This is an optimization exercise on Yosys and OpenROAD, whose aim is small area and a short achievable clock period, not a production implementation.
Only simulation tests tie the RTL to the original design; equivalence was not proved.

==> flow/design.v (outline; a module is shown in full before it is edited, if it fits) <==
// module iir: 1043 lines
module iir(
    input clk,
    input rst_n,
    input [31:0] x,
    output reg [31:0] y
    );
  // ...
==> flow/flow/run.sh <==
#!/bin/bash
# Layout flow: the standard ORFS flow (standard.sh), with two changes:
#  1. the combinational logic of the standard synthesis is replaced by the
#     gate-level netlist that gen2.py writes from the same description as
#     rtl/iir.v (same registers, same names and cell types; checked by
#     swap_netlist.py, and the standard netlist is kept if they differ);
#  2. the port buffers are buf_1 cells instead of the default.
set -euo pipefail
export BUFFER_PORTS_ARGS="-buffer_cell sky130_fd_sc_hd__buf_1"
R=orfs/results/sky130hd/iir/base
bash standard.sh synth > standard_synth.log 2>&1
python3 flow/gen2.py --ytree fast42 --fap cell --net custom_netlist.v > gen2.log 2>&1
if python3 flow/swap_netlist.py $R/1_2_yosys.v custom_netlist.v > swap_netlist.log 2>&1; then
  cp $R/1_2_yosys.v standard_1_2_yosys.v
  cp custom_netlist.v $R/1_2_yosys.v
  touch $R/1_2_yosys.v
  rm -f $R/1_synth.odb $R/1_synth.sdc
fi
bash standard.sh finish > standard_finish.log 2>&1
==> flow/flow/swap_netlist.py <==
#!/usr/bin/env python3
"""Check that a hand-built netlist keeps the standard synthesis's registers
(same instance names and cell types) and ports; exit 1 if not.
usage: swap_netlist.py STANDARD.v CUSTOM.v"""
import re, sys

def info(path):
    t = open(path).read()
    ffs = {}
    for cell, name in re.findall(r'\b(sky130_fd_sc_hd__df\w+)\s+(\\\S+|\S+)\s*\(', t):
        ffs[name.lstrip('\\')] = cell
    m = re.search(r'module\s+iir\s*\((.*?)\);', t, re.S)
    ports = sorted(p.strip() for p in m.group(1).split(','))
    decl = sorted(re.findall(r'^\s*(input|output)\s+(\[[^\]]*\])?\s*(\w+);', t, re.M))
    return ffs, ports, decl

a = info(sys.argv[1])
b = info(sys.argv[2])
ok = True
if a[0] != b[0]:
    ok = False
    print('registers differ:')
    for k in sorted(set(a[0]) | set(b[0])):
        if a[0].get(k) != b[0].get(k):
            print('  ', k, a[0].get(k), b[0].get(k))
if a[1] != b[1] or a[2] != b[2]:
    ok = False
    print('ports differ:', a[1:], b[1:])
print('registers:', len(a[0]), 'match' if ok else 'MISMATCH')
sys.exit(0 if ok else 1)
==> flow/standard.sh <==
#!/bin/bash
# synth_recipe.tcl (not shown) runs the flow's synth.tcl, then flattens the netlist and writes it again
# the make line also repeats each setting of config.mk as NAME=value (left out here)
make -C /OpenROAD-flow-scripts/flow DESIGN_CONFIG=/design/flow/config.mk WORK_HOME=/design/flow/orfs CLKGATE_MAP_FILE= SYNTH_SCRIPT=/design/flow/synth_recipe.tcl "${@:-finish}"
==> flow/config.mk <==
export PLATFORM = sky130hd
export DESIGN_NAME = iir
export DESIGN_NICKNAME = iir
export VERILOG_FILES = /design/flow/design.v
export SDC_FILE = /design/flow/constraint.sdc
export NUM_CORES = 4
export LEC_CHECK = 0
export CAP_MARGIN = 0
export CORE_MARGIN = 2
export CORE_UTILIZATION = 70
export CTS_BUF_LIST = sky130_fd_sc_hd__clkbuf_4 sky130_fd_sc_hd__clkbuf_8
export SETUP_SLACK_MARGIN = 4
export SLEW_MARGIN = 0
==> flow/constraint.sdc <==
create_clock -name core_clock -period 7.5 [get_ports {clk}]
set_input_delay 1.5000 -clock core_clock [delete_from_list [all_inputs] [get_ports {clk}]]
set_output_delay 1.5000 -clock core_clock [all_outputs]
set_load 0.01 [all_outputs]
Not shown: flow/flow/gen2.py
==> impl_metrics.env, run 1 <==
export IMPL_fin_crit_sh=0.449
export IMPL_crit_end="y[23]"
export IMPL_vias=6783
export IMPL_cts_made_buffers=9
export IMPL_startpoint_type="input port"
export IMPL_die_area_mm2=0.0131
export IMPL_slowest_stage="xnor2_1"
export IMPL_use_met3=0.0360
export IMPL_place_area_mm2=0.00901
export IMPL_reg_top3="p x32, y x32, x1 x31"
export IMPL_cp_buffers_inverters=2
export IMPL_cpPeakStageDelay_ps=290
export IMPL_area_delta_synth_final_pct=10.5
export IMPL_seq_area_mm2=0.00238
export IMPL_tns_ps=0
export IMPL_final_cells=1281
export IMPL_n_antenna_cell=0
export IMPL_status="finished clean"
export IMPL_clk_share=0.0235
export IMPL_io_pins=66
export IMPL_routed_wl_um=18100
export IMPL_nMultiInputCombCells=829
export IMPL_setup_viol=0
export IMPL_grtUsageMet2=0.514
==> inputs of run 2 (changes only) <==
--- a/flow/flow/run.sh
+++ b/flow/flow/run.sh
@@ -7,6 +7,7 @@
 #  2. the port buffers are buf_1 cells instead of the default.
 set -euo pipefail
 export BUFFER_PORTS_ARGS="-buffer_cell sky130_fd_sc_hd__buf_1"
+export CTS_ARGS="-sink_clustering_enable -repair_clock_nets -dont_use_dummy_load -buf_list {sky130_fd_sc_hd__clkbuf_4 sky130_fd_sc_hd__clkbuf_8}"
 R=orfs/results/sky130hd/iir/base
 bash standard.sh synth > standard_synth.log 2>&1
 python3 flow/gen2.py --ytree fast42 --fap cell --net custom_netlist.v > gen2.log 2>&1
--- a/flow/config.mk
+++ b/flow/config.mk
@@ -5,9 +5,9 @@
 export SDC_FILE = /design/flow/constraint.sdc
 export NUM_CORES = 4
 export LEC_CHECK = 0
-export CAP_MARGIN = 0
+export CAP_MARGIN = 20
 export CORE_MARGIN = 2
 export CORE_UTILIZATION = 70
 export CTS_BUF_LIST = sky130_fd_sc_hd__clkbuf_4 sky130_fd_sc_hd__clkbuf_8
 export SETUP_SLACK_MARGIN = 4
-export SLEW_MARGIN = 0
+export SLEW_MARGIN = 20
==> run 2 against run 1 <==
Still clean. Die area is the same. Non-clock buffer count is the same. Sequential share of layout area grew 0.13 points. Worst setup slack gained 2.7 ps. Critical endpoint is now y[24].
==> impl_metrics.env, run 2 <==
export IMPL_startpoint_type="input port"
export IMPL_final_cell_mix="xor2_1 (182), nor2_1 (133), nand2_1 (129)"
export IMPL_r2r_cells=12
export IMPL_routed_wl_um=17900
export IMPL_vias=6767
export IMPL_wl_per_cell_um=14.1
export IMPL_first_iter_violations=348
export IMPL_drive_gt1_frac=0.0603
export IMPL_cts_made_buffers=9
export IMPL_dr_max_layer_used="met4"
export IMPL_status="finished clean"
export IMPL_cts_root_buf="clkbuf_8"
export IMPL_hp_class="reg -> reg"
export IMPL_clk_latency_ps=380
export IMPL_ant_nets=0
export IMPL_yosysWarnings=1
export IMPL_relSlewSlack=0.437
export IMPL_area_delta_synth_final_pct=9.93
export IMPL_worst_slew_pin_slew_ps=844
export IMPL_final_common_cell="xor2_1"
export IMPL_hold_viol_final=0
export IMPL_first_pass_iters=7
export IMPL_cts_path_max_buffers=2
export IMPL_slew_viol_final=0
export IMPL_r2r_slack_ps=4370
export IMPL_synthCells=1047
export IMPL_port_buffer_count=65
export IMPL_setup_viol=0
export IMPL_htree_levels=3
export IMPL_synth_area_mm2=0.00854
export IMPL_period_minus_slack_ps=3370
export IMPL_grt_usage=0.291
export IMPL_die_area_mm2=0.0131
export IMPL_hold_start="p[0]"
export IMPL_fill_cells=888
export IMPL_clock_skew_final_ps=16.8
export IMPL_grt_max_degree=65
export IMPL_grt_pass1_wl_um=30300
export IMPL_fmax_mhz=297
export IMPL_reg_top3="p x32, y x32, x1 x31"
export IMPL_grt_ovfl_total=0
export IMPL_rsz0062_at_grt="true"
export IMPL_met1_length_um=7940
export IMPL_dp_slack_ps=3230
export IMPL_synthesis_nets=1141
export IMPL_io_pins=66
export IMPL_setup_ws_ps=4130
export IMPL_nets=1223
export IMPL_cp_required_ps=7790
export IMPL_gp_congestion=0.884
export IMPL_dpl_hpwl_um=13800
export IMPL_cts_sinks=95
export IMPL_worst_path_max_fanout=16
export IMPL_wl_met2_um=8970
export IMPL_wl_met3_um=547
export IMPL_hold_path_cell_count=0
export IMPL_holdPathEnd="y[0]"
export IMPL_cap_violations=0
export IMPL_cts_tree="built"
export IMPL_syn_avg_cell_area_um2=8.16
export IMPL_viasPerCell=5.31
export IMPL_die_y_um=114
export IMPL_path_class="in -> reg"
export IMPL_route_detailed_drc=0
export IMPL_antenna_found_initial=0
export IMPL_tns_ps=0
export IMPL_die_width_um=114
export IMPL_fin_crit_sh=0.449
export IMPL_clk_pin_slew_ps=100
export IMPL_endpoint_kind="flop"
export IMPL_r2r_end="p[22]"
export IMPL_grt_pass1_vias=6758
export IMPL_num_rows=40
export IMPL_reg2reg_from="y[1]"
export IMPL_cp_arrival_ps=3660
export IMPL_holdBufCountCts=0
export IMPL_core_area_mm2=0.0120
export IMPL_n_antenna_cell=0
export IMPL_start_util=0.714
## run 2: layout make-up
type                            count  area, um^2  share of cell area
Multi-Input combinational cell    829        5900               0.628
Inverter                          123         462              0.0492
Clock buffer                        9         124              0.0132
Sequential cell                    95        2380               0.253
Tap cell                          147         184              0.0196
Timing Repair Buffer               71         347              0.0369
## run 2: stage by stage
| step | instances | hold WS, ps | util | area, um^2 |
|---|---|---|---|---|
| global placement | 1261 | 332 | 0.753 | 9010 |
| CTS | 1273 | 368 | 0.772 | 9230 |
| finish | 1274 | 367 | 0.785 | 9390 |
| detailed placement | 1261 | 342 | 0.753 | 9010 |
| floorplan | 1047 | 331 | - | 8560 |
| global route | 1274 | 390 | 0.785 | 9390 |
## run 2: metal layers
layer  vias up  GRT usage
met5         -          0
met4         0      0.103
met1      3196      0.375
met3        37     0.0365
li1       3403          -
met2       131      0.507
## run 2: worst max-delay path by stage
| stage | from | to | slack, ps | cells after the start |
|---|---|---|---|---|
| after floorplan | x[3] | y[17] | 4000 | 10 |
| after global placement | x[1] | y[31] | 3340 | 11 |
| after detailed placement | x[1] | y[22] | 3230 | 11 |
| after CTS | x[16] | p[31] | 4000 | 9 |
| after global routing | x[8] | y[29] | 3990 | 12 |
| final | x[8] | y[24] | 4130 | 12 |
## run 2: timing repair
item,4_1_cts,5_1_grt
setup endpoints to repair,39,33
pin swaps,3,3
resized for setup,12,42
setup buffers,3,1
## run 2: critical path, stage by stage
cell	delay [ps]
clkbuf_2	200
xor2_1	280
xor2_1	260
xnor2_2	190
nor2_1	100
nor2_1	190
nand2_1	160
nor2_1	200
a21oi_4	80
buf_12	150
o21ai_1	170
xor2_1	160
==> inputs of run 3 (changes only) <==
--- a/flow/flow/run.sh
+++ b/flow/flow/run.sh
@@ -6,8 +6,8 @@
 #     swap_netlist.py, and the standard netlist is kept if they differ);
 #  2. the port buffers are buf_1 cells instead of the default.
 set -euo pipefail
-export BUFFER_PORTS_ARGS="-buffer_cell sky130_fd_sc_hd__buf_1"
-export CTS_ARGS="-sink_clustering_enable -repair_clock_nets -dont_use_dummy_load -buf_list {sky130_fd_sc_hd__clkbuf_4 sky130_fd_sc_hd__clkbuf_8}"
+export BUFFER_PORTS_ARGS="-inputs -buffer_cell sky130_fd_sc_hd__buf_4"
+export PRE_GLOBAL_PLACE_TCL="$PWD/flow/buffer_outputs.tcl"
 R=orfs/results/sky130hd/iir/base
 bash standard.sh synth > standard_synth.log 2>&1
 python3 flow/gen2.py --ytree fast42 --fap cell --net custom_netlist.v > gen2.log 2>&1
==> flow/flow/buffer_outputs.tcl (new file) <==
# Runs just before ORFS's buffer_ports (which buffers the inputs, see run.sh):
# give every output port a buf_1 buffer.
buffer_ports -outputs -buffer_cell sky130_fd_sc_hd__buf_1
==> run 3 against run 2 <==
Sequential share of layout area is essentially flat. Global-route usage shrank 0.17 points. Synthesized area is the same. First-iteration DRC count shrank 21%. Clock skew shrank 8.1 ps.
==> impl_metrics.env, run 3 <==
export IMPL_cap_violations=0
export IMPL_startpoint_type="input port"
export IMPL_dpl_hpwl_um=13500
export IMPL_cts_path_max_buffers=2
export IMPL_synthCells=1047
export IMPL_num_rows=40
export IMPL_final_cells=1249
export IMPL_clock_skew_final_ps=8.71
export IMPL_tns_ps=0
export IMPL_status="finished clean"
export IMPL_core_area_mm2=0.0120
export IMPL_synthesis_nets=1141
export IMPL_yosysWarnings=1
export IMPL_port_buffer_count=65
export IMPL_period_minus_slack_ps=3330
export IMPL_final_core_util=0.785
export IMPL_cp_required_ps=7760
export IMPL_holdBufCountCts=0
export IMPL_path_class="in -> reg"
export IMPL_grt_pass1_vias=6747
export IMPL_first_pass_iters=5
export IMPL_die_width_um=114
export IMPL_endpoint_kind="flop"
export IMPL_area_delta_synth_final_pct=9.90
export IMPL_worst_slew_pin_slew_ps=710
export IMPL_cts_tree="built"
export IMPL_hold_viol_final=0
export IMPL_setup_viol=0
export IMPL_nets=1191
export IMPL_grt_pass1_wl_um=30500
export IMPL_routed_wl_um=17700
export IMPL_dp_cells=1229
export IMPL_n_antenna_cell=0
export IMPL_rsz0062_at_grt="true"
export IMPL_grt_usage=0.290
export IMPL_ant_nets=0
export IMPL_fin_crit_sh=0.444
export IMPL_worst_path_max_fanout=12
export IMPL_syn_avg_cell_area_um2=8.16
export IMPL_final_common_cell="xor2_1"
export IMPL_cts_made_buffers=9
export IMPL_antenna_found_initial=0
export IMPL_vias=6582
export IMPL_cts_sinks=95
export IMPL_htree_levels=3
export IMPL_grt_ovfl_total=0
export IMPL_clk_pin_slew_ps=100
export IMPL_start_util=0.714
export IMPL_synth_area_mm2=0.00854
export IMPL_slew_viol_final=0
export IMPL_die_y_um=114
export IMPL_drive_gt1_frac=0.0662
export IMPL_wl_per_cell_um=14.1
export IMPL_hp_class="reg -> reg"
export IMPL_first_iter_violations=275
export IMPL_final_cell_mix="xor2_1 (187), nor2_1 (133), nand2_1 (129)"
export IMPL_fmax_mhz=300
export IMPL_reg_top3="p x32, y x32, x1 x31"
export IMPL_die_area_mm2=0.0131
export IMPL_clk_latency_ps=380
export IMPL_relSlewSlack=0.527
export IMPL_gp_congestion=0.882
export IMPL_cp_arrival_ps=3590
export IMPL_io_pins=66
export IMPL_route_detailed_drc=0
export IMPL_grt_max_degree=53
export IMPL_cts_root_buf="clkbuf_8"
export IMPL_viasPerCell=5.27
run 3: layout make-up:
type,count,area (um^2)
Clock buffer,9,124
Sequential cell,95,2380
Inverter,123,462
Timing Repair Buffer,39,318
Clock inverter,7,97.6
Tap cell,147,184
Multi-Input combinational cell,829,5830
Fill cell,847,2570
run 3: critical path, cell delays in order:
cell	delay [ps]
buf_4	140
fa_1	500
nor2_1	160
o21ai_1	130
a21oi_1	410
o21ai_1	160
a21oi_4	180
buf_12	160
o21ai_1	80
xor2_1	160
run 3: through the flow:
stage / worst slack [ps] / hold WS [ps] / area [um^2]
after floorplan: 4000 / 331 / 8560
after global placement: 3470 / 334 / 9010
after detailed placement: 3300 / 344 / 9010
after CTS: 4020 / 366 / 9290
after global routing: 3970 / 368 / 9390
final: 4170 / 363 / 9390
run 3: final timing paths:
path | start | to | slack (ps) | cells past startpoint
setup / recovery | x[9] | p[24] | 4170 | 10
hold / removal | p[0] | y[0] | 360 | 0
setup reg to reg | y[15] | p[24] | 4280 | 10
hold reg to reg | p[0] | y[0] | 360 | 0
max in group asynchronous | rst_n | x1[13] | 5270 | 2
min in group asynchronous | rst_n | p[22] | 1100 | 1
run 3: timing repair:
item	CTS	global route
pin swaps	2	2
setup endpoints to repair	31	32
resized for setup	2	17
buffers inserted	3	1
run 3: per-layer routing:
metal | wire length, um | track usage | part of all wire | up-vias
met5 | 0 | 0 | 0 | -
met4 | 276 | 0.0870 | 0.016 | 0
met3 | 582 | 0.0418 | 0.033 | 17
met2 | 8850 | 0.508 | 0.50 | 94
met1 | 7970 | 0.372 | 0.45 | 3128
li1 | - | - | - | 3343
==> inputs of run 4 (changes only) <==
--- a/flow/flow/run.sh
+++ b/flow/flow/run.sh
@@ -6,8 +6,7 @@
 #     swap_netlist.py, and the standard netlist is kept if they differ);
 #  2. the port buffers are buf_1 cells instead of the default.
 set -euo pipefail
-export BUFFER_PORTS_ARGS="-inputs -buffer_cell sky130_fd_sc_hd__buf_4"
-export PRE_GLOBAL_PLACE_TCL="$PWD/flow/buffer_outputs.tcl"
+export BUFFER_PORTS_ARGS="-buffer_cell sky130_fd_sc_hd__buf_1"
 R=orfs/results/sky130hd/iir/base
 bash standard.sh synth > standard_synth.log 2>&1
 python3 flow/gen2.py --ytree fast42 --fap cell --net custom_netlist.v > gen2.log 2>&1
--- a/flow/flow/gen2.py
+++ b/flow/flow/gen2.py
@@ -34,7 +34,8 @@
 ap.add_argument('--carry', default='maj', choices=['maj', 'mux'])
 # 'fast42': y' uses 4:2 compressors built from xor2/xnor2 and and-or-invert
 # gates, with the inputs x entering last
-ap.add_argument('--ytree', default='wallace', choices=['wallace', 'fast42'])
+ap.add_argument('--polmode', type=int, default=0)
+ap.add_argument('--ytree', default='wallace', choices=['wallace', 'fast42', 'pre'])
 args = ap.parse_args()
 
 # --------------------------------------------------------------------------
@@ -179,11 +180,20 @@
     for pol in (0, 1):
         late = max([t(sp[0]) + (0.05 if sp[1] != pol else 0) for sp in sigs] + [-1])
         extra = sum(1 for sp in sigs if sp[1] != pol and sp[0] not in inv_cache)
-        key = (round(late, 3), extra)
+        key = (extra, round(late, 3)) if args.polmode == 1 else (round(late, 3), extra)
         if best is None or key < best[0]:
             best = (key, pol)
     pol = best[1]
     T = pand(Ti, Tj, pol) if needT else None
+    if isc(Gi) and val(Gi) == 1:
+        return (1, 0), T
+    if isc(Gj) and val(Gj) == 1:
+        Gj = Ti
+        Ti = (1, 0)
+        if isc(Gj) and val(Gj) == 0:
+            return Gi, T
+        if isc(Gi) and val(Gi) == 0:
+            return Gj, T
     if isc(Gj) and val(Gj) == 0:
         return Gi, T
     if isc(Gi) and val(Gi) == 0:
@@ -200,8 +210,10 @@
         G = (gate('OAI21', [ti, gj, gi], prefix='pg'), 0)
     return G, T
 
-def cpa(A, B):
-    """A + B mod 2^W with a Sklansky prefix tree. Returns W sum nets."""
+def cpa(A, B, carry2=False):
+    """A + B mod 2^W with a Sklansky prefix tree. Returns W sum nets. With
+    carry2, A + B + 4, where bits 0 and 1 of B are 0 (the carry into bit 2 is
+    forced to 1)."""
     G, T, P = [], [], []
     for i in range(W):
         a, b = A[i], B[i]
@@ -215,6 +227,10 @@
             G.append((gate('NAND2', [a, b], prefix='gn'), 1))
             T.append((gate('NOR2', [a, b], prefix='tn'), 1))
             P.append(gate('XOR2', [a, b], prefix='pp'))
+    if carry2:
+        assert B[0] == 0 and B[1] == 0
+        G[1] = (1, 0)
+        T[1] = (0, 0)
     start = list(range(W))    # group start of each node
     d = 1
     while d < W:
@@ -290,7 +306,18 @@
 if OFF:
     pconst[2].append(1)                    # + the offset of the stored p
 pcols = merge(col(X, 0), col(X1, 1), col(Y, 0), col(Y, 2, True), pconst)
-if args.ytree == 'fast42':
+if args.ytree == 'pre':
+    # r = p - 4y = p + 4*(~y) + 4 from the registers alone, with its own
+    # prefix adder; then y' = 4x + 2x + r
+    FA_MODE[0] = 'cell'
+    R = cpa(Pq, [0, 0] + [inv(Y[i]) for i in range(W - 2)], carry2=True)
+    rcols = [[R[i]] for i in range(W)]
+    ycols = merge(col(X, 2), col(X, 1), rcols)
+    FA_MODE[0] = args.fay
+    yA, yB = compress(ycols)
+    FA_MODE[0] = args.fap
+    pA, pB = compress(pcols)
+elif args.ytree == 'fast42':
     # y' = 4x + 2x + p + 4*(~y) + 4: per column i two early inputs p[i],
     # ~y[i-2] and two late ones x[i-2], x[i-1]; the constant enters column 2
     # as its carry in
--- a/flow/config.mk
+++ b/flow/config.mk
@@ -9,5 +9,5 @@
 export CORE_MARGIN = 2
 export CORE_UTILIZATION = 70
 export CTS_BUF_LIST = sky130_fd_sc_hd__clkbuf_4 sky130_fd_sc_hd__clkbuf_8
-export SETUP_SLACK_MARGIN = 4
+export SETUP_SLACK_MARGIN = 4.3
 export SLEW_MARGIN = 20
removed: flow/flow/buffer_outputs.tcl
==> run 4 against run 3 <==
Worst setup slack better by 49 ps. Wire length grew 31%. Die area unchanged. Sequential share of layout area down 3.1 points. Flip-flop and latch count unchanged. Highest routed layer unchanged. Critical path depth up 2. Still clean on timing, DRC and antenna.
==> impl_metrics.env, run 4 <==
export IMPL_status="finished clean"
export IMPL_grt_ovfl_total=0
export IMPL_port_buffer_count=65
export IMPL_synth_area_mm2=0.00854
export IMPL_hold_viol_final=0
export IMPL_clk_latency_ps=390
export IMPL_tns_ps=0
export IMPL_route_detailed_drc=0
export IMPL_cts_root_buf="clkbuf_8"
export IMPL_htree_levels=3
export IMPL_r2r_cells=11
export IMPL_antenna_found_initial=0
export IMPL_syn_avg_cell_area_um2=8.16
export IMPL_worst_slew_pin_slew_ps=949
export IMPL_setup_ws_ps=4220
export IMPL_nets=1243
export IMPL_grt_usage=0.306
export IMPL_vias=7469
export IMPL_io_pins=66
export IMPL_slew_viol_final=0
export IMPL_yosysWarnings=1
export IMPL_n_antenna_cell=0
export IMPL_path_class="in -> reg"
export IMPL_reg_top3="p x32, y x32, x1 x31"
export IMPL_startpoint_type="input port"
export IMPL_area_delta_synth_final_pct=25.3
export IMPL_first_iter_violations=695
export IMPL_final_common_cell="xor2_1"
export IMPL_cts_made_buffers=9
export IMPL_fin_crit_sh=0.438
export IMPL_core_area_mm2=0.0120
export IMPL_num_rows=40
export IMPL_endpoint_kind="flop"
export IMPL_grt_max_degree=69
export IMPL_grt_pass1_vias=6680
export IMPL_holdWs_ps=368
export IMPL_rsz0062_at_grt="true"
export IMPL_cp_arrival_ps=3600
export IMPL_post_route_cell_area_mm2=0.0107
export IMPL_clk_pin_slew_ps=100
export IMPL_grt_pass1_wl_um=31600
export IMPL_viasPerCell=5.74
export IMPL_start_util=0.714
export IMPL_cts_sinks=95
export IMPL_gp_congestion=0.840
export IMPL_die_width_um=114
export IMPL_place_area_mm2=0.00911
export IMPL_routed_wl_um=23100
export IMPL_die_area_mm2=0.0131
export IMPL_die_y_um=114
export IMPL_clock_skew_final_ps=9.94
export IMPL_fmax_mhz=305
export IMPL_hold_path_cell_count=0
export IMPL_synthCells=1047
export IMPL_relSlewSlack=0.367
export IMPL_dpl_hpwl_um=14300
export IMPL_cap_violations=0
export IMPL_dp_slack_ps=3400
export IMPL_worst_path_max_fanout=8
export IMPL_fill_cells=559
export IMPL_drive_gt1_frac=0.217
export IMPL_hp_class="reg -> reg"
export IMPL_dp_cells=1260
export IMPL_ant_nets=0
export IMPL_setup_viol=0
export IMPL_synthesis_nets=1141
export IMPL_wl_per_cell_um=17.8
export IMPL_cts_path_max_buffers=2
export IMPL_final_cell_mix="xor2_1 (145), inv_1 (123), nand2_1 (122)"
export IMPL_first_pass_iters=6
export IMPL_period_minus_slack_ps=3280
export IMPL_final_cells=1301
export IMPL_cts_tree="built"
export IMPL_cp_required_ps=7810
[run 4: stage by stage]
step / utilization
2_1_floorplan: -
5_1_grt: 0.895
3_5_place_dp: 0.762
4_1_cts: 0.802
6_report: 0.895
3_3_place_gp: 0.762
[run 4: layer usage]
metal  up-vias  GRT usage  wire length [um]
met5         -          0                 0
met3        76     0.0371              1320
met4         0     0.0927               763
met1      3657      0.432              9730
li1       3416          -                 -
met2       320      0.502             11300
[run 4: timing repair]
| action | 4_1_cts | 5_1_grt |
|---|---|---|
| pin swaps | 20 | 60 |
| gates resized for setup | 55 | 198 |
| hold buffers | 0 | 0 |
| endpoints found under the setup margin | 42 | 40 |
| gates cloned | 0 | 1 |
| buffers inserted | 8 | 16 |
[run 4: final cells by class]
class	count	area [um^2]	area share
clock buffer	11	145	0.0136
clock inverter	5	57.6	0.00538
inverter	123	462	0.0431
multi-input combinational	829	6890	0.644
sequential	95	2380	0.222
tap	147	184	0.0172
timing repair buffer	91	588	0.0549
[run 4: path summary, 6_finish.rpt]
check / start / slack (ps) / end
setup / recovery: x[13] / 4220 / y[17]
hold / removal: p[0] / 370 / y[0]
setup reg to reg: y[10] / 4370 / p[26]
hold reg to reg: p[0] / 370 / y[0]
max in group asynchronous: rst_n / 5140 / y[13]
min in group asynchronous: rst_n / 1060 / p[4]
[run 4: worst max-delay path, stage by stage]
cell and delay [ps]:
clkbuf_4 180, xor2_4 180, xor2_2 210, xnor2_2 260, nor2_2 110, nor2_1 180, nand2_1 150, o21ai_2 210
a21oi_4 90, buf_12 160, o21ai_1 180, xor2_1 190
==> inputs of run 5 (changes only) <==
--- a/flow/flow/run.sh
+++ b/flow/flow/run.sh
@@ -4,9 +4,11 @@
 #     gate-level netlist that gen2.py writes from the same description as
 #     rtl/iir.v (same registers, same names and cell types; checked by
 #     swap_netlist.py, and the standard netlist is kept if they differ);
-#  2. the port buffers are buf_1 cells instead of the default.
+#  2. the port buffers are buf_4 cells on the inputs and buf_1 cells on the
+#     outputs (flow/buffer_outputs.tcl) instead of the default cell.
 set -euo pipefail
-export BUFFER_PORTS_ARGS="-buffer_cell sky130_fd_sc_hd__buf_1"
+export BUFFER_PORTS_ARGS="-inputs -buffer_cell sky130_fd_sc_hd__buf_4"
+export PRE_GLOBAL_PLACE_TCL="$PWD/flow/buffer_outputs.tcl"
 R=orfs/results/sky130hd/iir/base
 bash standard.sh synth > standard_synth.log 2>&1
 python3 flow/gen2.py --ytree fast42 --fap cell --net custom_netlist.v > gen2.log 2>&1
==> flow/flow/buffer_outputs.tcl (new file) <==
# Runs just before ORFS's buffer_ports (which buffers the inputs, see run.sh):
# give every output port a buf_1 buffer.
buffer_ports -outputs -buffer_cell sky130_fd_sc_hd__buf_1
--- a/flow/flow/gen2.py
+++ b/flow/flow/gen2.py
@@ -35,6 +35,9 @@
 # 'fast42': y' uses 4:2 compressors built from xor2/xnor2 and and-or-invert
 # gates, with the inputs x entering last
 ap.add_argument('--polmode', type=int, default=0)
+# prefix tree of the carry-propagate adders: Sklansky, Kogge-Stone, Han-Carlson
+ap.add_argument('--prefix', default='sk', choices=['sk', 'ks', 'hc'])
+ap.add_argument('--prefixy', choices=['sk', 'ks', 'hc'])   # for y' only
 ap.add_argument('--ytree', default='wallace', choices=['wallace', 'fast42', 'pre'])
 args = ap.parse_args()
 
@@ -210,7 +213,7 @@
         G = (gate('OAI21', [ti, gj, gi], prefix='pg'), 0)
     return G, T
 
-def cpa(A, B, carry2=False):
+def cpa(A, B, carry2=False, prefix=None):
     """A + B mod 2^W with a Sklansky prefix tree. Returns W sum nets. With
     carry2, A + B + 4, where bits 0 and 1 of B are 0 (the carry into bit 2 is
     forced to 1)."""
@@ -231,27 +234,39 @@
         assert B[0] == 0 and B[1] == 0
         G[1] = (1, 0)
         T[1] = (0, 0)
+    prefix = prefix or args.prefix
     start = list(range(W))    # group start of each node
+    levels = []
     d = 1
     while d < W:
+        levels.append(d)
+        d *= 2
+    if prefix == 'hc':
+        levels.append(0)       # final level for the even bits
+    for d in levels:
         nG, nT, ns = list(G), list(T), list(start)
         for i in range(W - 1):
-            if (i // d) % 2 == 1:
-                j = (i // d) * d - 1
-                final = start[j] == 0
-                if G[i] == (0, 0) and T[i] == (0, 0):
-                    continue
-                if G[j] == (0, 0) and final:
-                    # nothing comes from below: G stays, group is final
-                    ns[i] = 0
-                    nT[i] = None
-                    continue
-                g, tt = combine(G[i], T[i], G[j], T[j] if not final else (1, 0), not final)
-                nG[i] = g
-                nT[i] = tt
-                ns[i] = start[j]
+            if start[i] == 0:
+                continue
+            if prefix == 'sk' and (i // d) % 2 != 1:
+                continue
+            if prefix == 'hc' and (i % 2 == 0) != (d == 0):
+                continue
+            j = start[i] - 1
+            final = start[j] == 0
+            if G[i] == (0, 0) and T[i] == (0, 0):
+                continue
+            if G[j] == (0, 0) and final:
+                # nothing comes from below: G stays, group is final
+                ns[i] = 0
+                nT[i] = None
+                continue
+            g, tt = combine(G[i], T[i], G[j], T[j] if not final else (1, 0), not final)
+            nG[i] = g
+            nT[i] = tt
+            ns[i] = start[j]
         G, T, start = nG, nT, ns
-        d *= 2
+    assert all(start[i] == 0 for i in range(W - 1)), start
     S = []
     for i in range(W):
         if i == 0:
@@ -355,7 +370,7 @@
     FA_MODE[0] = args.fap
     pA, pB = compress(pcols)
 FA_MODE[0] = 'cell'
-ynext = cpa(yA, yB)
+ynext = cpa(yA, yB, prefix=args.prefixy)
 pcnext = []
 if K:
     pnext = []
@@ -393,7 +408,8 @@
 """
 
 def rtl():
-    o = [HEADER, 'module iir(', '    input clk,', '    input rst_n,',
+    import sys as _s
+    o = [HEADER.replace('OPTS', ' '.join(a for a in _s.argv[1:] if not a.endswith('.v') and a not in ('--rtl', '--net'))), 'module iir(', '    input clk,', '    input rst_n,',
          '    input [31:0] x,', '    output reg [31:0] y', '    );', '',
          'reg [31:0] x1, p;'] + ([f'reg [{NPC - 1}:0] pc;'] if NPC else []) + ['']
     for kind, ins, outs in gates:
--- a/flow/config.mk
+++ b/flow/config.mk
@@ -7,7 +7,7 @@
 export LEC_CHECK = 0
 export CAP_MARGIN = 20
 export CORE_MARGIN = 2
-export CORE_UTILIZATION = 70
+export CORE_UTILIZATION = 75
 export CTS_BUF_LIST = sky130_fd_sc_hd__clkbuf_4 sky130_fd_sc_hd__clkbuf_8
-export SETUP_SLACK_MARGIN = 4.3
+export SETUP_SLACK_MARGIN = 4
 export SLEW_MARGIN = 20
==> run 5 against run 4 <==
Critical path type unchanged. Sequential share of layout area grew 3.0 points. Non-clock buffer count shrank 51. Clock skew grew 2.2 ps. Highest routed layer unchanged. Still clean on timing, DRC and antenna. Utilization shrank 3.8 points. Wire length shrank 19%.
==> impl_metrics.env, run 5 <==
export IMPL_status="finished clean"
export IMPL_relSlewSlack=0.433
export IMPL_cpPeakStageDelay_ps=490
export IMPL_first_iter_violations=499
export IMPL_hold_viol_final=0
export IMPL_nets=1192
export IMPL_viasPerCell=5.52
export IMPL_post_route_cell_area_mm2=0.00942
export IMPL_place_area_mm2=0.00899
export IMPL_routed_wl_um=18700
export IMPL_clock_skew_final_ps=12.1
export IMPL_n_antenna_cell=0
export IMPL_route_detailed_drc=0
export IMPL_holdWs_ps=364
export IMPL_first_pass_iters=7
export IMPL_crit_top_cell="o21ai_1"
export IMPL_final_cell_mix="xor2_1 (188), nor2_1 (133), nand2_1 (128)"
export IMPL_cp_required_ps=7770
export IMPL_cp_buffers_inverters=2
export IMPL_fill_cells=650
export IMPL_grt_usage=0.313
export IMPL_cts_tree="built"
export IMPL_setup_viol=0
export IMPL_start_util=0.778
export IMPL_startpoint_type="input port"
export IMPL_r2r_slack_ps=4220
export IMPL_reg_top3="p x32, y x32, x1 x31"
export IMPL_wl_per_cell_um=15.0
export IMPL_cts_made_buffers=9
export IMPL_dpl_hpwl_um=13800
export IMPL_final_common_cell="xor2_1"
export IMPL_die_y_um=111
export IMPL_synthesis_nets=1141
export IMPL_holdBufCountCts=0
export IMPL_hp_class="reg -> reg"
export IMPL_grt_pass1_vias=6720
export IMPL_die_width_um=111
export IMPL_htree_levels=3
export IMPL_critical_path_top_delay_family="compound AO/OA/AOI/OAI gates"
export IMPL_tns_ps=0
export IMPL_slowest_stage="fa_1"
export IMPL_endpoint_kind="flop"
export IMPL_crit_chain="buf_4 > fa_1 > nor2_1 > o21ai_1 > a21oi_1 > o21ai_2 > a21oi_4 > buf_12 > o21ai_1 > xor2_1"
export IMPL_die_area_mm2=0.0123
export IMPL_gp_congestion=0.876
export IMPL_drive_gt1_frac=0.0644
export IMPL_synth_area_mm2=0.00854
export IMPL_yosysWarnings=1
export IMPL_ant_nets=0
export IMPL_worst_slew_pin_slew_ps=851
export IMPL_slew_viol_final=0
export IMPL_clk_latency_ps=390
export IMPL_clk_pin_slew_ps=90
export IMPL_grt_ovfl_total=0
export IMPL_fmax_mhz=294
export IMPL_grt_max_degree=66
export IMPL_core_area_mm2=0.0110
export IMPL_syn_avg_cell_area_um2=8.16
export IMPL_worst_path_max_fanout=16
export IMPL_grt_pass1_wl_um=31100
export IMPL_period_minus_slack_ps=3400
export IMPL_vias=6856
export IMPL_rsz0062_at_grt="true"
export IMPL_path_class="in -> reg"
export IMPL_cap_violations=0
export IMPL_synthCells=1047
export IMPL_cts_path_max_buffers=2
export IMPL_cp_arrival_ps=3670
export IMPL_cts_root_buf="clkbuf_8"
export IMPL_cts_sinks=95
export IMPL_io_pins=66
export IMPL_antenna_found_initial=0
export IMPL_fin_crit_sh=0.453
export IMPL_num_rows=38
export IMPL_port_buffer_count=65
export IMPL_area_delta_synth_final_pct=10.2
## run 5: cell count changes in the layout (fill, tap and decap cells not counted), sizes merged
cell,change
buf,-34
clkinvlp,+1
clkbuf,-17
clkinv,-4
bufinv,+3
## run 5: area by class of cell
| class | count | area, um^2 | share of cell area |
|---|---|---|---|
| Multi-Input combinational cell | 829 | 5800 | 0.616 |
| Sequential cell | 95 | 2380 | 0.252 |
| Inverter | 123 | 462 | 0.0490 |
| Timing Repair Buffer | 40 | 325 | 0.0345 |
| Tap cell | 140 | 175 | 0.0186 |
| Clock buffer | 11 | 151 | 0.0161 |
| Clock inverter | 5 | 128 | 0.0136 |
## run 5: worst paths after layout
| kind | endpoint | cells after the start | start |
|---|---|---|---|
| min in group asynchronous | y[3] | 1 | rst_n |
| worst min-delay path | y[0] | 0 | p[0] |
| worst min register to register | y[0] | 0 | p[0] |
| max in group asynchronous | x1[29] | 2 | rst_n |
| worst max-delay path | p[20] | 10 | x[3] |
| worst max register to register | p[20] | 11 | y[1] |
## run 5: metal layers
layer | GRT usage | wire length (um) | vias up
li1 | - | - | 3358
met1 | 0.425 | 8370 | 3299
met2 | 0.519 | 9140 | 159
met3 | 0.0498 | 764 | 40
met4 | 0.103 | 405 | 0
met5 | 0 | 0 | -
## run 5: timing repair
action                                  CTS  global route
endpoints found under the setup margin   34            31
buffers inserted                          2             4
resized for setup                         3            13
pin swaps                                 2             3
## run 5: per-stage QoR
| stage | cells | setup WS, ps | utilization |
|---|---|---|---|
| after global placement | 1221 | 3420 | 0.819 |
| after floorplan | 1047 | 4000 | - |
| after CTS | 1239 | 3990 | 0.849 |
| after detailed placement | 1221 | 3270 | 0.819 |
| after global routing | 1243 | 3970 | 0.857 |
| final | 1243 | 4100 | 0.857 |
==> inputs of run 6 (changes only) <==
--- a/flow/config.mk
+++ b/flow/config.mk
@@ -7,7 +7,7 @@
 export LEC_CHECK = 0
 export CAP_MARGIN = 20
 export CORE_MARGIN = 2
-export CORE_UTILIZATION = 75
+export CORE_UTILIZATION = 70
 export CTS_BUF_LIST = sky130_fd_sc_hd__clkbuf_4 sky130_fd_sc_hd__clkbuf_8
-export SETUP_SLACK_MARGIN = 4
+export SETUP_SLACK_MARGIN = 3.95
 export SLEW_MARGIN = 20
==> run 6 against run 5 <==
Still clean. Via count shrank 4.3%. Critical path depth increased by 2. Utilization is 8.1 points lower. Critical path type unchanged. Largest cell class unchanged. Highest routed layer unchanged.
==> impl_metrics.env, run 6 <==
export IMPL_status="finished clean"
export IMPL_cts_made_buffers=9
export IMPL_first_iter_violations=338
export IMPL_area_delta_synth_final_pct=8.77
export IMPL_rsz0062_at_grt="false"
export IMPL_relSlewSlack=0.503
export IMPL_hold_viol_final=0
export IMPL_synthCells=1047
export IMPL_start_util=0.714
export IMPL_slowest_stage="xor2_1"
export IMPL_first_pass_iters=5
export IMPL_cts_sinks=95
export IMPL_cts_path_max_buffers=2
export IMPL_nets=1189
export IMPL_synth_area_mm2=0.00854
export IMPL_cts_root_buf="clkbuf_8"
export IMPL_yosysWarnings=1
export IMPL_die_width_um=114
export IMPL_path_class="in -> reg"
export IMPL_grt_max_degree=58
export IMPL_clock_skew_final_ps=10.6
export IMPL_route_detailed_drc=0
export IMPL_place_area_mm2=0.00901
export IMPL_holdWs_ps=360
export IMPL_final_cell_mix="xor2_1 (189), nor2_1 (133), nand2_1 (129)"
export IMPL_worst_path_max_fanout=16
export IMPL_period_minus_slack_ps=3410
export IMPL_startpoint_type="input port"
export IMPL_antenna_found_initial=0
export IMPL_endpoint_kind="flop"
export IMPL_io_pins=66
export IMPL_reg_top3="p x32, y x32, x1 x31"
export IMPL_post_route_cell_area_mm2=0.00929
export IMPL_final_common_cell="xor2_1"
export IMPL_dp_slack_ps=3390
export IMPL_clk_pin_slew_ps=90
export IMPL_cap_violations=0
export IMPL_htree_levels=3
export IMPL_grt_pass1_vias=6382
export IMPL_routed_wl_um=17400
export IMPL_cpPeakStageDelay_ps=280
export IMPL_num_rows=40
export IMPL_grt_ovfl_total=0
export IMPL_grt_pass1_wl_um=29500
export IMPL_vias=6558
export IMPL_tns_ps=0
export IMPL_drive_gt1_frac=0.0555
export IMPL_die_area_mm2=0.0131
export IMPL_cp_required_ps=7790
export IMPL_final_core_util=0.777
export IMPL_n_antenna_cell=0
export IMPL_port_buffer_count=65
export IMPL_synthesis_nets=1141
export IMPL_fill_cells=876
export IMPL_slew_viol_final=0
export IMPL_fin_crit_sh=0.455
export IMPL_worst_slew_pin_slew_ps=746
export IMPL_crit_chain="buf_4 > xor2_1 > xor2_1 > xnor2_1 > nand2_1 > o21ai_1 > a21oi_1 > o21ai_1 > a21oi_4 > buf_12 > o21ai_1 > xor2_1"
export IMPL_cp_buffers_inverters=2
export IMPL_wl_per_cell_um=14.0
export IMPL_hp_class="reg -> reg"
export IMPL_cts_tree="built"
export IMPL_setup_viol=0
export IMPL_cp_arrival_ps=3710
export IMPL_setup_ws_ps=4090
export IMPL_critical_path_top_delay_family="XOR/XNOR gates"
export IMPL_ant_nets=0
export IMPL_dpl_hpwl_um=13400
export IMPL_fmax_mhz=293
export IMPL_die_y_um=114
export IMPL_clk_latency_ps=380
export IMPL_grt_usage=0.284
export IMPL_viasPerCell=5.26
export IMPL_core_area_mm2=0.0120
export IMPL_gp_congestion=0.909
export IMPL_syn_avg_cell_area_um2=8.16
[run 6: what timing repair did]
item,4_1_cts,5_1_grt
setup buffers,2,0
setup endpoints to repair,18,22
resized for setup,2,8
pin swaps,2,1
hold buffers,0,0
[run 6: final timing paths]
check	cells after the start	from	to	slack [ps]
max	12	x[6]	y[24]	4090
min	0	p[0]	y[0]	360
max reg2reg	10	y[15]	p[30]	4220
min reg2reg	0	p[0]	y[0]	360
max in group asynchronous	2	rst_n	p[9]	5290
min in group asynchronous	1	rst_n	x1[21]	1070
[run 6: final cells by class]
| cell class | instances | area, um^2 | area share |
|---|---|---|---|
| Sequential cell | 95 | 2380 | 0.256 |
| Timing Repair Buffer | 37 | 303 | 0.0326 |
| Clock buffer | 12 | 153 | 0.0164 |
| Inverter | 123 | 462 | 0.0497 |
| Tap cell | 147 | 184 | 0.0198 |
| Clock inverter | 3 | 43.8 | 0.00471 |
| Multi-Input combinational cell | 829 | 5770 | 0.621 |
[run 6: per-stage QoR]
stage | cells
floorplan | 1047
global route | 1246
CTS | 1246
finish | 1246
detailed placement | 1229
global placement | 1229
[run 6: metal layers]
metal,up-vias,global-route usage,routed length [um]
met1,3085,0.373,7850
li1,3347,-,-
met2,104,0.492,8770
met4,0,0.0927,287
met5,-,0,0
met3,22,0.0349,525
==> inputs of run 7 (changes only) <==
--- a/flow/config.mk
+++ b/flow/config.mk
@@ -9,5 +9,5 @@
 export CORE_MARGIN = 2
 export CORE_UTILIZATION = 70
 export CTS_BUF_LIST = sky130_fd_sc_hd__clkbuf_4 sky130_fd_sc_hd__clkbuf_8
-export SETUP_SLACK_MARGIN = 3.95
+export SETUP_SLACK_MARGIN = 4.05
 export SLEW_MARGIN = 20
==> run 7 against run 6 <==
Still clean on timing, DRC and antenna. Critical path depth is 2 lower. Flip-flop and latch count unchanged. Register-to-register slack better by 40 ps. Synthesized cell count unchanged. First-iteration DRC count increased by 24%. Clock-buffer cell count fell by 2.
==> impl_metrics.env, run 7 <==
export IMPL_status="finished clean"
export IMPL_period_minus_slack_ps=3360
export IMPL_io_pins=66
export IMPL_cp_required_ps=7770
export IMPL_cp_arrival_ps=3630
export IMPL_rsz0062_at_grt="true"
export IMPL_final_cell_mix="xor2_1 (184), nor2_1 (130), nand2_1 (128)"
export IMPL_die_y_um=114
export IMPL_grt_usage=0.289
export IMPL_worst_path_max_fanout=9
export IMPL_synth_area_mm2=0.00854
export IMPL_vias=6637
export IMPL_ant_nets=0
export IMPL_clock_skew_final_ps=13.0
export IMPL_dp_slack_ps=3450
export IMPL_startpoint_type="input port"
export IMPL_cap_violations=0
export IMPL_slew_viol_final=0
export IMPL_grt_ovfl_total=0
export IMPL_reg_top3="p x32, y x32, x1 x31"
export IMPL_yosysWarnings=1
export IMPL_setup_ws_ps=4140
export IMPL_wl_per_cell_um=14.3
export IMPL_cts_root_buf="clkbuf_8"
export IMPL_viasPerCell=5.31
export IMPL_dpl_hpwl_um=13500
export IMPL_clk_pin_slew_ps=100
export IMPL_nets=1193
export IMPL_cts_made_buffers=9
export IMPL_syn_avg_cell_area_um2=8.16
export IMPL_clk_latency_ps=390
export IMPL_fin_crit_sh=0.447
export IMPL_core_area_mm2=0.0120
export IMPL_cts_path_max_buffers=2
export IMPL_die_width_um=114
export IMPL_route_detailed_drc=0
export IMPL_antenna_found_initial=0
export IMPL_fmax_mhz=298
export IMPL_first_pass_iters=5
export IMPL_setup_viol=0
export IMPL_gp_congestion=0.877
export IMPL_hold_start="p[0]"
export IMPL_worst_slew_pin_slew_ps=896
export IMPL_path_class="in -> reg"
export IMPL_grt_pass1_vias=6525
export IMPL_start_util=0.714
export IMPL_grt_max_degree=67
export IMPL_n_antenna_cell=0
export IMPL_num_rows=40
export IMPL_first_iter_violations=419
export IMPL_final_core_util=0.794
export IMPL_holdBufCountCts=0
export IMPL_synthCells=1047
export IMPL_endpoint_kind="flop"
export IMPL_relSlewSlack=0.402
export IMPL_hp_class="reg -> reg"
export IMPL_reg2reg_from="y[6]"
export IMPL_synthesis_nets=1141
export IMPL_die_area_mm2=0.0131
export IMPL_htree_levels=3
export IMPL_area_delta_synth_final_pct=11.1
export IMPL_hold_viol_final=0
export IMPL_tns_ps=0
export IMPL_port_buffer_count=65
export IMPL_cts_tree="built"
export IMPL_routed_wl_um=17900
export IMPL_holdWs_ps=366
export IMPL_crit_path_start="x[9]"
export IMPL_cts_sinks=95
export IMPL_drive_gt1_frac=0.0833
export IMPL_final_common_cell="xor2_1"
export IMPL_grt_pass1_wl_um=30000
-- run 7: final timing paths --
check | cells after the start | slack (ps) | to
worst max-delay path | 10 | 4140 | p[23]
worst min-delay path | 0 | 370 | y[0]
worst max register to register | 11 | 4260 | p[29]
worst min register to register | 0 | 370 | y[0]
max in group asynchronous | 2 | 5240 | p[12]
min in group asynchronous | 1 | 1020 | x1[20]
-- run 7: area by class of cell --
type / instances / area (um^2)
repair buffers: 41 / 320
fillers: 888 / 2470
multi-input cells: 829 / 5940
inverters: 123 / 462
clock inverters: 6 / 67.6
flip-flops and latches: 95 / 2380
clock buffers: 10 / 138
well taps: 147 / 184
-- run 7: what timing repair did --
| item | CTS | global route |
|---|---|---|
| endpoints found under the setup margin | 30 | 31 |
| gates resized for setup | 3 | 34 |
| setup buffers | 3 | 4 |
| pin swaps | 2 | 8 |
-- run 7: critical path, stage by stage --
cell and delay (ps):
buf_4 150, fa_1 510, nor2_1 160, o21ai_1 140, a21oi_1 410, o21ai_1 160, a21oi_4 140, buf_4 200
o21ai_1 100, xor2_1 160
-- run 7: per-layer routing --
layer / global-route usage / share of wire / vias up
met5: 0 / 0 / -
met4: 0.0854 / 0.016 / 0
met3: 0.0397 / 0.037 / 21
met2: 0.502 / 0.51 / 125
met1: 0.378 / 0.44 / 3139
li1: - / - / 3352
-- run 7: per-stage QoR --
stage	instance area [um^2]	std cells
after floorplan	8570	1047
after global placement	9010	1228
after detailed placement	9010	1228
after CTS	9270	1247
after global routing	9490	1251
final	9490	1251
==> inputs of run 8 (changes only) <==
--- a/flow/config.mk
+++ b/flow/config.mk
@@ -9,5 +9,5 @@
 export CORE_MARGIN = 2
 export CORE_UTILIZATION = 70
 export CTS_BUF_LIST = sky130_fd_sc_hd__clkbuf_4 sky130_fd_sc_hd__clkbuf_8
-export SETUP_SLACK_MARGIN = 4.05
+export SETUP_SLACK_MARGIN = 4
 export SLEW_MARGIN = 20
==> run 8 against run 7 <==
Highest routed layer unchanged. Wire length down 1.5%. Cell area decreased by 1.1%. Non-clock buffer count decreased by 2. Critical path type unchanged.
==> impl_metrics.env, run 8 <==
export IMPL_final_cells=1249
export IMPL_hp_class="reg -> reg"
export IMPL_seq_area_mm2=0.00238
export IMPL_final_core_util=0.785
export IMPL_clk_pin_slew_ps=100
export IMPL_core_area_mm2=0.0120
export IMPL_clk_latency_ps=380
export IMPL_first_iter_violations=275
export IMPL_r2r_cells=10
export IMPL_fill_cells=847
export IMPL_fmax_mhz=300
export IMPL_nets=1191
export IMPL_status="finished clean"
export IMPL_cap_violations=0
export IMPL_endpoint_kind="flop"
export IMPL_n_antenna_cell=0
export IMPL_routed_wl_um=17700
export IMPL_htree_levels=3
export IMPL_io_pins=66
export IMPL_dp_slack_ps=3300
export IMPL_hold_viol_final=0
export IMPL_grt_max_degree=53
export IMPL_gp_congestion=0.882
export IMPL_cp_buffers_inverters=2
export IMPL_fin_crit_sh=0.444
export IMPL_synth_area_mm2=0.00854
export IMPL_crit_path_start="x[9]"
export IMPL_cts_made_buffers=9
export IMPL_final_common_cell="xor2_1"
export IMPL_drive_gt1_frac=0.0662
export IMPL_ant_nets=0
export IMPL_crit_top_cell="o21ai_1"
export IMPL_cp_required_ps=7760
export IMPL_tns_ps=0
export IMPL_cpPeakStageDelay_ps=500
export IMPL_worst_path_max_fanout=12
export IMPL_start_util=0.714
export IMPL_setup_viol=0
export IMPL_cts_tree="built"
export IMPL_cts_path_max_buffers=2
export IMPL_reg_top3="p x32, y x32, x1 x31"
export IMPL_grt_pass1_wl_um=30500
export IMPL_reg2reg_from="y[15]"
export IMPL_slowest_stage="fa_1"
export IMPL_synthCells=1047
export IMPL_multi_input_area_mm2=0.00583
export IMPL_rsz0062_at_grt="true"
export IMPL_r2r_end="p[24]"
export IMPL_vias=6582
export IMPL_antenna_found_initial=0
export IMPL_grt_pass1_vias=6747
export IMPL_num_rows=40
export IMPL_path_class="in -> reg"
export IMPL_area_delta_synth_final_pct=9.90
export IMPL_setup_ws_ps=4170
export IMPL_dpl_hpwl_um=13500
export IMPL_dp_cells=1229
export IMPL_relSlewSlack=0.527
export IMPL_slew_viol_final=0
export IMPL_hold_path_cell_count=0
export IMPL_cts_sinks=95
export IMPL_cp_arrival_ps=3590
export IMPL_wl_per_cell_um=14.1
export IMPL_r2r_slack_ps=4280
export IMPL_worst_slew_pin_slew_ps=710
export IMPL_synthesis_nets=1141
export IMPL_route_detailed_drc=0
export IMPL_final_cell_mix="xor2_1 (187), nor2_1 (133), nand2_1 (129)"
export IMPL_viasPerCell=5.27
export IMPL_startpoint_type="input port"
export IMPL_crit_chain="buf_4 > fa_1 > nor2_1 > o21ai_1 > a21oi_1 > o21ai_1 > a21oi_4 > buf_12 > o21ai_1 > xor2_1"
export IMPL_die_width_um=114
export IMPL_holdPathEnd="y[0]"
export IMPL_grt_ovfl_total=0
export IMPL_die_y_um=114
export IMPL_hold_start="p[0]"
export IMPL_syn_avg_cell_area_um2=8.16
export IMPL_clock_skew_final_ps=8.71
export IMPL_holdBufCountCts=0
export IMPL_port_buffer_count=65
export IMPL_yosysWarnings=1
export IMPL_first_pass_iters=5
export IMPL_critical_path_top_delay_family="compound AO/OA/AOI/OAI gates"
export IMPL_grt_usage=0.290
export IMPL_cts_root_buf="clkbuf_8"
export IMPL_period_minus_slack_ps=3330
export IMPL_die_area_mm2=0.0131
run 8: cell types whose count changed in the layout (fill, tap and decap cells not counted), sizes merged:
cell,before,now
clkbuf,10,9
clkinv,2,3
bufinv,1,2
inv,124,123
buf,41,39
run 8: how the worst max path moves through the flow:
stage / to / slack, ps / cells after the start
2_1_floorplan: y[17] / 4000 / 10
3_3_place_gp: y[31] / 3470 / 11
3_5_place_dp: y[20] / 3300 / 11
4_1_cts: y[29] / 4020 / 11
5_1_grt: y[29] / 3970 / 11
6_report: p[24] / 4170 / 10
run 8: repair_timing:
action,CTS,global route
buffers inserted,3,1
pin swaps,2,2
resized for setup,2,17
setup endpoints to repair,31,32
run 8: area by class of cell:
type                       count  area share
multi-input combinational    829       0.621
sequential                    95       0.253
inverter                     123      0.0492
timing repair buffer          39      0.0339
tap                          147      0.0196
clock buffer                   9      0.0132
clock inverter                 7      0.0104
run 8: layer usage:
| layer | global-route usage | vias to the layer above | wire (um) | share of wire |
|---|---|---|---|---|
| met4 | 0.0870 | 0 | 276 | 0.016 |
| met1 | 0.372 | 3128 | 7970 | 0.45 |
| met5 | 0 | - | 0 | 0 |
| met3 | 0.0418 | 17 | 582 | 0.033 |
| met2 | 0.508 | 94 | 8850 | 0.50 |
| li1 | - | 3343 | - | - |
run 8: per-stage QoR:
| stage | hold WS (ps) | instance area, um^2 |
|---|---|---|
| floorplan | 331 | 8560 |
| global placement | 334 | 9010 |
| detailed placement | 344 | 9010 |
| CTS | 366 | 9290 |
| global route | 368 | 9390 |
| finish | 363 | 9390 |
==> inputs of run 9 (changes only) <==
--- a/flow/config.mk
+++ b/flow/config.mk
@@ -7,7 +7,7 @@
 export LEC_CHECK = 0
 export CAP_MARGIN = 20
 export CORE_MARGIN = 2
-export CORE_UTILIZATION = 70
+export CORE_UTILIZATION = 65
 export CTS_BUF_LIST = sky130_fd_sc_hd__clkbuf_4 sky130_fd_sc_hd__clkbuf_8
 export SETUP_SLACK_MARGIN = 4
 export SLEW_MARGIN = 20
==> run 9 against run 8 <==
Still clean on timing, DRC and antenna. Non-clock buffer count decreased by 1. Cell area increased by 0.77%. Synthesized area unchanged. Clock-buffer cell count increased by 3. Sequential share of layout area decreased by 0.19 points. Global-route usage decreased by 1.8 points. Cell count increased by 1.9%. Critical path depth unchanged. Worst hold slack got worse by 2.7 ps. First-iteration DRC count increased by 24%. Critical endpoint is now p[20]. Highest routed layer unchanged.
==> impl_metrics.env, run 9 <==
export IMPL_status="finished clean"
export IMPL_cp_required_ps=7800
export IMPL_hp_class="reg -> reg"
export IMPL_dp_slack_ps=3300
export IMPL_seq_area_mm2=0.00238
export IMPL_dpl_hpwl_um=13700
export IMPL_grt_ovfl_total=0
export IMPL_core_area_mm2=0.0127
export IMPL_worst_path_max_fanout=16
export IMPL_port_buffer_count=65
export IMPL_syn_avg_cell_area_um2=8.16
export IMPL_path_class="in -> reg"
export IMPL_worst_slew_pin_slew_ps=718
export IMPL_drive_gt1_frac=0.0745
export IMPL_grt_pass1_wl_um=30700
export IMPL_r2r_cells=11
export IMPL_fin_crit_sh=0.447
export IMPL_vias=6579
export IMPL_hold_viol_final=0
export IMPL_multi_input_area_mm2=0.00587
export IMPL_route_detailed_drc=0
export IMPL_io_pins=66
export IMPL_final_cell_mix="xor2_1 (183), nor2_1 (132), nand2_1 (129)"
export IMPL_cts_path_max_buffers=2
export IMPL_tns_ps=0
export IMPL_num_rows=41
export IMPL_endpoint_kind="flop"
export IMPL_final_common_cell="xor2_1"
export IMPL_dp_cells=1254
export IMPL_cts_made_buffers=9
export IMPL_dr_max_layer_used="met4"
export IMPL_hold_start="p[0]"
export IMPL_antenna_found_initial=0
export IMPL_gp_congestion=0.843
export IMPL_post_route_cell_area_mm2=0.00946
export IMPL_wl_per_cell_um=13.9
export IMPL_startpoint_type="input port"
export IMPL_die_area_mm2=0.0141
export IMPL_first_pass_iters=5
export IMPL_crit_top_cell="o21ai_1"
export IMPL_place_area_mm2=0.00904
export IMPL_synth_area_mm2=0.00854
export IMPL_clock_skew_final_ps=8.43
export IMPL_cap_violations=0
export IMPL_nets=1190
export IMPL_die_y_um=119
export IMPL_viasPerCell=5.17
export IMPL_period_minus_slack_ps=3350
export IMPL_wl_met3_um=749
export IMPL_cpPeakStageDelay_ps=550
export IMPL_slew_viol_final=0
export IMPL_final_cells=1273
export IMPL_area_delta_synth_final_pct=10.8
export IMPL_setup_ws_ps=4150
export IMPL_clk_pin_slew_ps=90
export IMPL_cts_root_buf="clkbuf_8"
export IMPL_met1_length_um=8570
export IMPL_routed_wl_um=17700
export IMPL_setup_viol=0
export IMPL_crit_chain="buf_4 > fa_1 > nand2_1 > o21ai_1 > a21oi_2 > o21ai_2 > a21oi_4 > buf_12 > o21ai_1 > xor2_1"
export IMPL_cts_tree="built"
export IMPL_slowest_stage="fa_1"
export IMPL_yosysWarnings=1
export IMPL_holdBufCountCts=0
export IMPL_r2r_end="p[20]"
export IMPL_first_iter_violations=342
export IMPL_clk_latency_ps=390
export IMPL_reg_top3="p x32, y x32, x1 x31"
export IMPL_wl_met2_um=8200
export IMPL_relSlewSlack=0.522
export IMPL_n_antenna_cell=0
export IMPL_rsz0062_at_grt="false"
export IMPL_grt_pass1_vias=6404
export IMPL_synthesis_nets=1141
export IMPL_reg2reg_from="y[3]"
export IMPL_hold_path_cell_count=0
export IMPL_die_width_um=119
export IMPL_ant_nets=0
export IMPL_r2r_slack_ps=4260
export IMPL_grt_usage=0.272
export IMPL_cts_sinks=95
export IMPL_htree_levels=3
export IMPL_start_util=0.671
export IMPL_holdWs_ps=361
export IMPL_synthCells=1047
export IMPL_fill_cells=1037
export IMPL_fmax_mhz=298
export IMPL_cp_arrival_ps=3660
export IMPL_grt_max_degree=56
export IMPL_holdPathEnd="y[0]"
run 9: area by class of cell:
type | instances | share of cell area
Tap cell | 172 | 0.0227
Timing Repair Buffer | 38 | 0.0315
Inverter | 123 | 0.0488
Sequential cell | 95 | 0.251
Clock inverter | 4 | 0.00807
Multi-Input combinational cell | 829 | 0.621
Clock buffer | 12 | 0.0168
run 9: how the worst max path moves through the flow:
stage / start / cells past startpoint / endpoint
6_report: x[2] / 10 / p[20]
4_1_cts: x[16] / 9 / p[28]
2_1_floorplan: x[3] / 10 / y[17]
5_1_grt: x[5] / 10 / p[30]
3_3_place_gp: x[3] / 9 / p[28]
3_5_place_dp: x[2] / 9 / p[30]
run 9: worst max-delay path, delay by kind of cell:
kind / cells / cell delay, ps
compound gates: 5 / 990
fa+ha+maj: 1 / 550
buf+inv: 2 / 320
xor+xnor: 1 / 190
simple gates: 1 / 90
run 9: stage by stage:
step / util
final: 0.744
after floorplan: -
after detailed placement: 0.711
after CTS: 0.733
after global placement: 0.711
after global routing: 0.744
run 9: repair_timing:
item                       4_1_cts  5_1_grt
setup buffers                    3        0
setup endpoints to repair       31       30
resized for setup                2       26
pin swaps                        1        5
run 9: per-layer routing:
layer	track usage	up-vias
met5	0	-
met4	0.0625	0
met3	0.0555	17
met2	0.427	144
met1	0.389	3066
li1	-	3352

## static timing again, ports no longer ideal
The flow's constraints put no driver on any port. The routed layouts listed below were extracted and timed again, unchanged, in two steps. Step 1 assumes that a clkbuf_16 drives the clock port and a buf_2 every other input. Step 2 also shifts input and output timing later by t, the mid clock arrival at the registers, as if the neighbouring blocks saw the same clock. Three values: ideal ports, drivers, drivers and shift; two values: the first two.
run | shift t [ns] | setup WS [ns] | hold WS [ns] | worst data-port slew with drivers (ns)
run 1 | 0.413 | 4.131 / 4.147 / 3.734 | 0.367 / 0.367 / 0.367 | 0.06
run 2 | 0.405 | 4.134 / 4.148 / 3.743 | 0.367 / 0.367 / 0.367 | 0.05
run 3 | 0.408 | 4.168 / 4.179 / 3.771 | 0.363 / 0.363 / 0.363 | 0.06
run 4 | 0.424 | 4.217 / 4.222 / 3.798 | 0.368 / 0.368 / 0.368 | 0.06
run 5 | 0.418 | 4.101 / 4.116 / 3.698 | 0.364 / 0.364 / 0.364 | 0.04
run 6 | 0.410 | 4.089 / 4.100 / 3.689 | 0.360 / 0.360 / 0.360 | 0.04
run 7 | 0.419 | 4.144 / 4.156 / 3.737 | 0.366 / 0.366 / 0.366 | 0.05
run 8 | 0.408 | 4.168 / 4.179 / 3.771 | 0.363 / 0.363 / 0.363 | 0.06
run 9 | 0.421 | 4.148 / 4.164 / 3.743 | 0.361 / 0.361 / 0.361 | 0.06
After both steps every run listed still meets setup and hold. For run 4, which loses most, drivers alone change the setup slack by +0.005 ns; drivers and shift together by -0.419 ns.
